Source: an optimization exercise on an open RTL-to-GDS flow (aim: small area, a short achievable clock period and few clock cycles). Production flows keep margins and buffers that such runs may drop.
The RTL was checked by simulation tests, not by an equivalence proof against the original design.
Power is estimated from default activity; no workload was simulated.

==> inputs of v22 <==
Design top_proc, start of the top module:
module top_proc
             #(parameter INITIAL_PC = 32'h00400000)
              (input clk,rst,
               input [31:0] instr,
               input [31:0] dReadData,
               output [31:0] PC,
               output [31:0] dAddress,
               output [31:0] dWriteData,
               output MemWrite,MemRead);
datapath #(.INITIAL_PC(INITIAL_PC)) D_P(
    .clk(clk), .rst(rst), .instr(instr), .dReadData(dReadData),
    .PC(PC), .dAddress(dAddress), .dWriteData(dWriteData),
    .MemWrite(MemWrite), .MemRead(MemRead));
endmodule
==> flow/config.mk <==
export PLATFORM = sky130hd
export DESIGN_NAME = top_proc
export DESIGN_NICKNAME = top_proc
export VERILOG_FILES = /design/flow/design.v
export SDC_FILE = /design/flow/constraint.sdc
export NUM_CORES = 8
export LEC_CHECK = 0
export CAP_MARGIN = 20
export CORE_MARGIN = 2
export CORE_UTILIZATION = 40
export SLEW_MARGIN = 20
==> flow/constraint.sdc <==
create_clock -name core_clock -period 12.0 [get_ports {clk}]
set_input_delay 2.4000 -clock core_clock [delete_from_list [all_inputs] [get_ports {clk}]]
set_output_delay 2.4000 -clock core_clock [all_outputs]
set_load 0.01 [all_outputs]
standard.sh (not shown) runs the stock make flow with config.mk's settings and CLKGATE_MAP_FILE= SYNTH_SCRIPT=/design/flow/synth_recipe.tcl, a recipe that flattens the netlist after the stock synthesis.
==> flow/flow/run.sh <==
#!/bin/bash
# Layout flow: the standard ORFS flow, with repair_timing asked for more
# setup slack than the clock needs, so that it keeps improving the critical
# paths. The clock period and constraints are the design's own.
set -euo pipefail
bash standard.sh SETUP_SLACK_MARGIN=8 finish > flow_standard.log 2>&1
==> inputs of v20, as changes to v22 <==
--- a/flow/design.v
+++ b/flow/design.v
@@ -46,27 +46,40 @@
               | ({32{sel_sr}}  & shr);
 endmodule
 module regfile
              #(parameter DATAWIDTH = 32)
               (input clk, write,
-               input [4:0] readReg1,
-               input [4:0] readReg2,
+               input [3:0] read1_hi,
+               input [7:0] read1_lo,
+               input [3:0] read2_hi,
+               input [7:0] read2_lo,
                input [4:0] writeReg,
                input [DATAWIDTH-1:0] writeData,
                output reg [DATAWIDTH-1:0] readData1,
                output reg [DATAWIDTH-1:0] readData2);
 reg [DATAWIDTH-1:0] register[31:1];  
 always @(posedge clk)
      if(write && writeReg != 5'd0)
           register[writeReg] <= writeData;
-integer k;
+integer g, j;
+reg [DATAWIDTH-1:0] grp1 [0:3];
+reg [DATAWIDTH-1:0] grp2 [0:3];
 always @(*) begin
+     for (g = 0; g < 4; g = g + 1) begin
+          grp1[g] = {DATAWIDTH{1'b0}};
+          grp2[g] = {DATAWIDTH{1'b0}};
+          for (j = 0; j < 8; j = j + 1)
+               if (g * 8 + j != 0) begin
+                    grp1[g] = grp1[g] | ({DATAWIDTH{read1_lo[j]}} & register[g * 8 + j]);
+                    grp2[g] = grp2[g] | ({DATAWIDTH{read2_lo[j]}} & register[g * 8 + j]);
+               end
+     end
      readData1 = {DATAWIDTH{1'b0}};
      readData2 = {DATAWIDTH{1'b0}};
-     for (k = 1; k < 32; k = k + 1) begin
-          readData1 = readData1 | ({DATAWIDTH{readReg1 == k}} & register[k]);
-          readData2 = readData2 | ({DATAWIDTH{readReg2 == k}} & register[k]);
+     for (g = 0; g < 4; g = g + 1) begin
+          readData1 = readData1 | ({DATAWIDTH{read1_hi[g]}} & grp1[g]);
+          readData2 = readData2 | ({DATAWIDTH{read2_hi[g]}} & grp2[g]);
      end
 end
 endmodule
 module datapath
              #(parameter [31:0] INITIAL_PC = 32'h00400000)
@@ -81,14 +94,15 @@
                  OP_S = 7'b0100011, OP_B = 7'b1100011;
 reg [31:0] pc_i;       
 reg        v_i;        
 reg        v_d;
 reg [31:0] ir_d, pc_d;
-reg        redir_d;    
+reg [3:0]  rs1_hi_d, rs2_hi_d;    
+reg [7:0]  rs1_lo_d, rs2_lo_d;
 reg        v_e, we_e, ld_e, st_e, br_e, pred_e;
 reg [4:0]  rd_e, sh_e;
-reg [31:0] a_e, bx_e, s_e, alt_e;
+reg [31:0] a_e, bx_e, s_e;    
 reg        sub_e, sel_add_e, sel_slt_e, sel_xor_e, sel_or_e, sel_and_e, sel_sll_e, sel_sr_e, arith_e;
 reg        we_m, ld_m;
 reg [4:0]  rd_m;
 reg        we_w, ld_w;
 reg [4:0]  rd_w;
@@ -105,11 +119,10 @@
 wire [2:0] f3_d  = ir_d[14:12];
 wire [6:0] f7_d  = ir_d[31:25];
 wire use1_d = d_r | d_i | d_l | d_s | d_b;
 wire use2_d = d_r | d_s | d_b;
 wire wr_d   = (d_r | d_i | d_l) & (rd_d != 5'd0);
-wire b_rs2  = d_r | d_b;           
 wire [31:0] imm_i = {{20{ir_d[31]}}, ir_d[31:20]};
 wire [31:0] imm_s = {{20{ir_d[31]}}, ir_d[31:25], ir_d[11:7]};
 wire [31:0] imm_b = {{19{ir_d[31]}}, ir_d[31], ir_d[7], ir_d[30:25], ir_d[11:8], 1'b0};
 wire [31:0] imm_d = d_s ? imm_s : imm_i;
 wire alu_d = d_r | d_i;
@@ -126,18 +139,19 @@
 wire pred_d   = d_b & ((rs1_d == rs2_d) | ir_d[31]);
 wire [31:0] target_d = pc_d + imm_b;
 wire [31:0] pc4_d    = pc_d + 32'd4;
 wire [31:0] wdata_w = ld_w ? dReadData : res_w;
 wire [31:0] rf1, rf2;
-regfile R_F(.clk(clk), .write(we_w), .readReg1(rs1_d), .readReg2(rs2_d),
+regfile R_F(.clk(clk), .write(we_w),
+            .read1_hi(rs1_hi_d), .read1_lo(rs1_lo_d), .read2_hi(rs2_hi_d), .read2_lo(rs2_lo_d),
             .writeReg(rd_w), .writeData(wdata_w), .readData1(rf1), .readData2(rf2));
 wire [31:0] alu_out;
 alu A_L_U(.op1(a_e), .op2x(bx_e), .shamt(sh_e), .sub(sub_e),
           .sel_add(sel_add_e), .sel_slt(sel_slt_e), .sel_xor(sel_xor_e), .sel_or(sel_or_e),
           .sel_and(sel_and_e), .sel_sll(sel_sll_e), .sel_sr(sel_sr_e), .arith(arith_e),
           .result(alu_out));
-wire eq_e = (a_e == s_e);
+wire eq_e = (a_e == s_e);    
 wire mispredict = v_e & br_e & (eq_e != pred_e);
 wire f1_e = v_e & we_e & (rd_e == rs1_d);
 wire f1_m = we_m & (rd_m == rs1_d);
 wire f1_w = we_w & (rd_w == rs1_d);
 wire f2_e = v_e & we_e & (rd_e == rs2_d);
@@ -155,42 +169,53 @@
 wire s2_rf = ~f2_e & ~f2_m & ~f2_w;
 wire [31:0] rs1_old = ({32{s1_m}} & dAddress) | ({32{s1_rw}} & res_w) | ({32{s1_rf}} & rf1);
 wire [31:0] rs2_old = ({32{s2_m}} & dAddress) | ({32{s2_rw}} & res_w) | ({32{s2_rf}} & rf2);
 wire [31:0] rs1_v = ({32{s1_e}} & alu_out) | ({32{s1_ld}} & dReadData) | rs1_old;
 wire [31:0] rs2_v = ({32{s2_e}} & alu_out) | ({32{s2_ld}} & dReadData) | rs2_old;
-wire        bx_e_alu = b_rs2 & s2_e;
-wire        bx_ld    = b_rs2 & s2_ld;
-wire [31:0] bx_old   = b_rs2 ? rs2_old : imm_d;
+wire [31:0] alt_d    = pred_d ? pc4_d : target_d;
+wire        bx_e_alu = d_r & s2_e;
+wire        bx_ld    = d_r & s2_ld;
+wire [31:0] bx_old   = d_b ? alt_d : d_r ? rs2_old : imm_d;
 wire [31:0] bx_pre   = ({32{bx_e_alu}} & alu_out) | ({32{bx_ld}} & dReadData) | bx_old;
 wire [31:0] bx_d     = bx_pre ^ {32{sub_d}};
 wire stall_d = v_d & ((use1_d & ((f1_e & ld_e) | (f1_m & ld_m))) |
                       (use2_d & ((f2_e & ld_e) | (f2_m & ld_m))));
-wire pred_redirect = v_d & pred_d & ~redir_d;
-wire        redirect = mispredict | pred_redirect | (stall_d & v_i);
-wire [31:0] new_pc   = mispredict ? alt_e : pred_redirect ? target_d : pc_i;
+reg  [18:0] hi_p1_i, hi_m1_i;      
+wire        i_br     = instr[6:0] == OP_B;
+wire        i_pred   = v_i & i_br & ((instr[19:15] == instr[24:20]) | instr[31]);
+wire [12:0] i_imm_lo = {instr[31], instr[7], instr[30:25], instr[11:8], 1'b0};
+wire [13:0] i_lo     = {1'b0, pc_i[12:0]} + {1'b0, i_imm_lo};
+wire [18:0] i_hi     = (i_lo[13] == instr[31]) ? pc_i[31:13] : i_lo[13] ? hi_p1_i : hi_m1_i;
+wire [31:0] i_target = {i_hi, i_lo[12:0]};
+wire        refetch  = stall_d & v_i;
+wire        take_i   = i_pred & ~mispredict & ~refetch;
+wire        redirect = mispredict | refetch | i_pred;
+wire [31:0] pc_other = mispredict ? bx_e : refetch ? pc_i : PC + 32'd4;
 always @(posedge clk) begin
      if (rst) begin
           PC  <= INITIAL_PC;
           v_i <= 1'b0;
      end else begin
-          PC  <= redirect ? new_pc : PC + 32'd4;
+          PC  <= take_i ? i_target : pc_other;
           v_i <= ~redirect;
      end
-     pc_i <= PC;
+     pc_i    <= PC;
+     hi_p1_i <= PC[31:13] + 19'd1;
+     hi_m1_i <= PC[31:13] - 19'd1;
 end
 always @(posedge clk) begin
      if (rst | mispredict)
           v_d <= 1'b0;
      else if (~stall_d)
-          v_d <= v_i & ~pred_redirect;
-     if (stall_d)
-          redir_d <= redir_d | pred_redirect;
-     else
-          redir_d <= 1'b0;
+          v_d <= v_i;
      if (~stall_d) begin
-          ir_d <= instr;
-          pc_d <= pc_i;
+          ir_d     <= instr;
+          pc_d     <= pc_i;
+          rs1_hi_d <= 4'b1 << instr[19:18];
+          rs1_lo_d <= 8'b1 << instr[17:15];
+          rs2_hi_d <= 4'b1 << instr[24:23];
+          rs2_lo_d <= 8'b1 << instr[22:20];
      end
 end
 always @(posedge clk) begin
      if (rst | mispredict | stall_d)
           v_e <= 1'b0;
@@ -203,11 +228,10 @@
      pred_e    <= pred_d;
      rd_e      <= rd_d;
      a_e       <= rs1_v;
      bx_e      <= bx_d;
      s_e       <= rs2_v;
-     alt_e     <= pred_d ? pc4_d : target_d;
      sub_e     <= sub_d;
      sel_add_e <= op_add | op_sub;
      sel_slt_e <= op_slt;
      sel_xor_e <= op_xor;
      sel_or_e  <= op_or;
==> flow/flow/run.sh (replaced) <==
#!/bin/bash
# Layout flow: the standard ORFS flow (standard.sh) with these changes to
# how the layout is made; the clock period and constraints are the design's.
#  - repair_timing asks for 8 ns of setup slack (more than the clock needs),
#    so it keeps improving the critical paths; cells may change footprint
#  - 60% core utilisation; clock tree sinks clustered by up to 30 within
#    100 um; port buffers are buf_2 cells
set -euo pipefail
bash standard.sh \
  SETUP_SLACK_MARGIN=8 \
  MATCH_CELL_FOOTPRINT=0 \
  CORE_UTILIZATION=60 \
  CTS_CLUSTER_SIZE=30 \
  CTS_CLUSTER_DIAMETER=100 \
  "BUFFER_PORTS_ARGS=-buffer_cell sky130_fd_sc_hd__buf_2" \
  finish > flow_standard.log 2>&1
==> impl_summary.txt <==
----------------------------------------------------
[Outcome]
  Status ... complete, no violations

[Setup path]
  Critical-path maximum fanout ... 4
  Worst reg2reg startpoint ... D_P.rs1_lo_d[5]

[Yosys]
  Multiplexer area fraction after synthesis ... 3.89%
  Cells after Synth ... 5651
  Dominant cells by area after synthesis ... edfxtp_1, a22oi_1, dfxtp_1

[Drt]
  Met2 routed wirelength ... 109 mm
  Routed metal-1 wirelength ... 94.2 mm

[Global route]
  Met2 layer usage reported by global route ... 63.0%
  Maximum number of pins on one net before global-route repair ... 119
  Most Used Layer, Global Route ... met2

[Finish]
  Non-clk bufs ... 316
  Most used cells in the layout excluding fill and tap cells ... edfxtp_1, a22oi_1, dfxtp_1

[Power]
  Combinational cell fraction of total power ... 17.1%
  Clock network fraction of total power ... 23.6%

----------------------------------------------------
# the run above: v20

==> impl_summary.txt <==
----------------------------------------------------
[Timing]
  Time the worst path needs with I/O delays and setup ... 4110 ps

[Finish]
  Most used cells in the layout excluding fill and tap cells ... edfxtp_1, a22oi_1, nand2_1
  Post-route cell area ... 0.0750 mm^2
  Non-clk bufs ... 357

[Yosys]
  Cells after Synth ... 5316
  Multiplexer area fraction after synthesis ... 4.54%
  Dominant cells by area after synthesis ... edfxtp_1, dfxtp_1, a22oi_1
  Combinational family with the most area after synthesis ... compound AO/OA/AOI/OAI gates
  Seq cells post-synth ... 1388

[Global route]
  Maximum number of pins on one net before global-route repair ... 62
  Met2 layer usage reported by global route ... 48.3%

[Power]
  Clock network fraction of total power ... 38.0%
  Combinational cell fraction of total power ... 13.8%

[Setup path]
  Critical Path Start ... D_P.ir_d[23]
  Reg2Reg Depth ... 12
  Worst reg2reg startpoint ... D_P.ir_d[23]
  Critical-path maximum fanout ... 27

[Drt]
  Routed metal-1 wirelength ... 112 mm
  Met2 routed wirelength ... 119 mm

[Outcome]
  Status ... complete, no violations

----------------------------------------------------
# the run above: v22

Testbench counts of v22, summed over its fixed seeds: cycles 39,465.
Testbench counts of v20, summed over its fixed seeds: cycles 37,429.

-- separate check: timing with driven ports --
How much do the figures lean on ideal ports? The routed layouts below were timed once more, with nothing changed but the port constraints. Step 1 (the two cells are an assumption about what drives the block):
set clk [get_ports {clk}]
set_driving_cell -lib_cell sky130_fd_sc_hd__clkbuf_16 $clk
set_driving_cell -lib_cell sky130_fd_sc_hd__buf_2 [delete_from_list [all_inputs] $clk]
Step 2 also shifts input and output timing later by t, the mid clock arrival at the registers, as if the neighbouring blocks saw the same clock. Three values: ideal, step 1, step 2; two values: the first two.
run | t, ns | slack for setup (ns) | worst setup path at the end | worst slew at a driven data input, ns | cell pins on the clock port's net
v22 | 0.903 | 7.888 / 7.888 / 7.115 | input to register | 0.07 | 1
v20 | 0.827 | 7.873 / 7.905 / 7.078 | input to register | 0.13 | 1
After both steps setup and hold are still met in every run listed. The setup slack of v20, which loses most, moves by +0.032 ns with the drivers and by -0.795 ns with both steps.
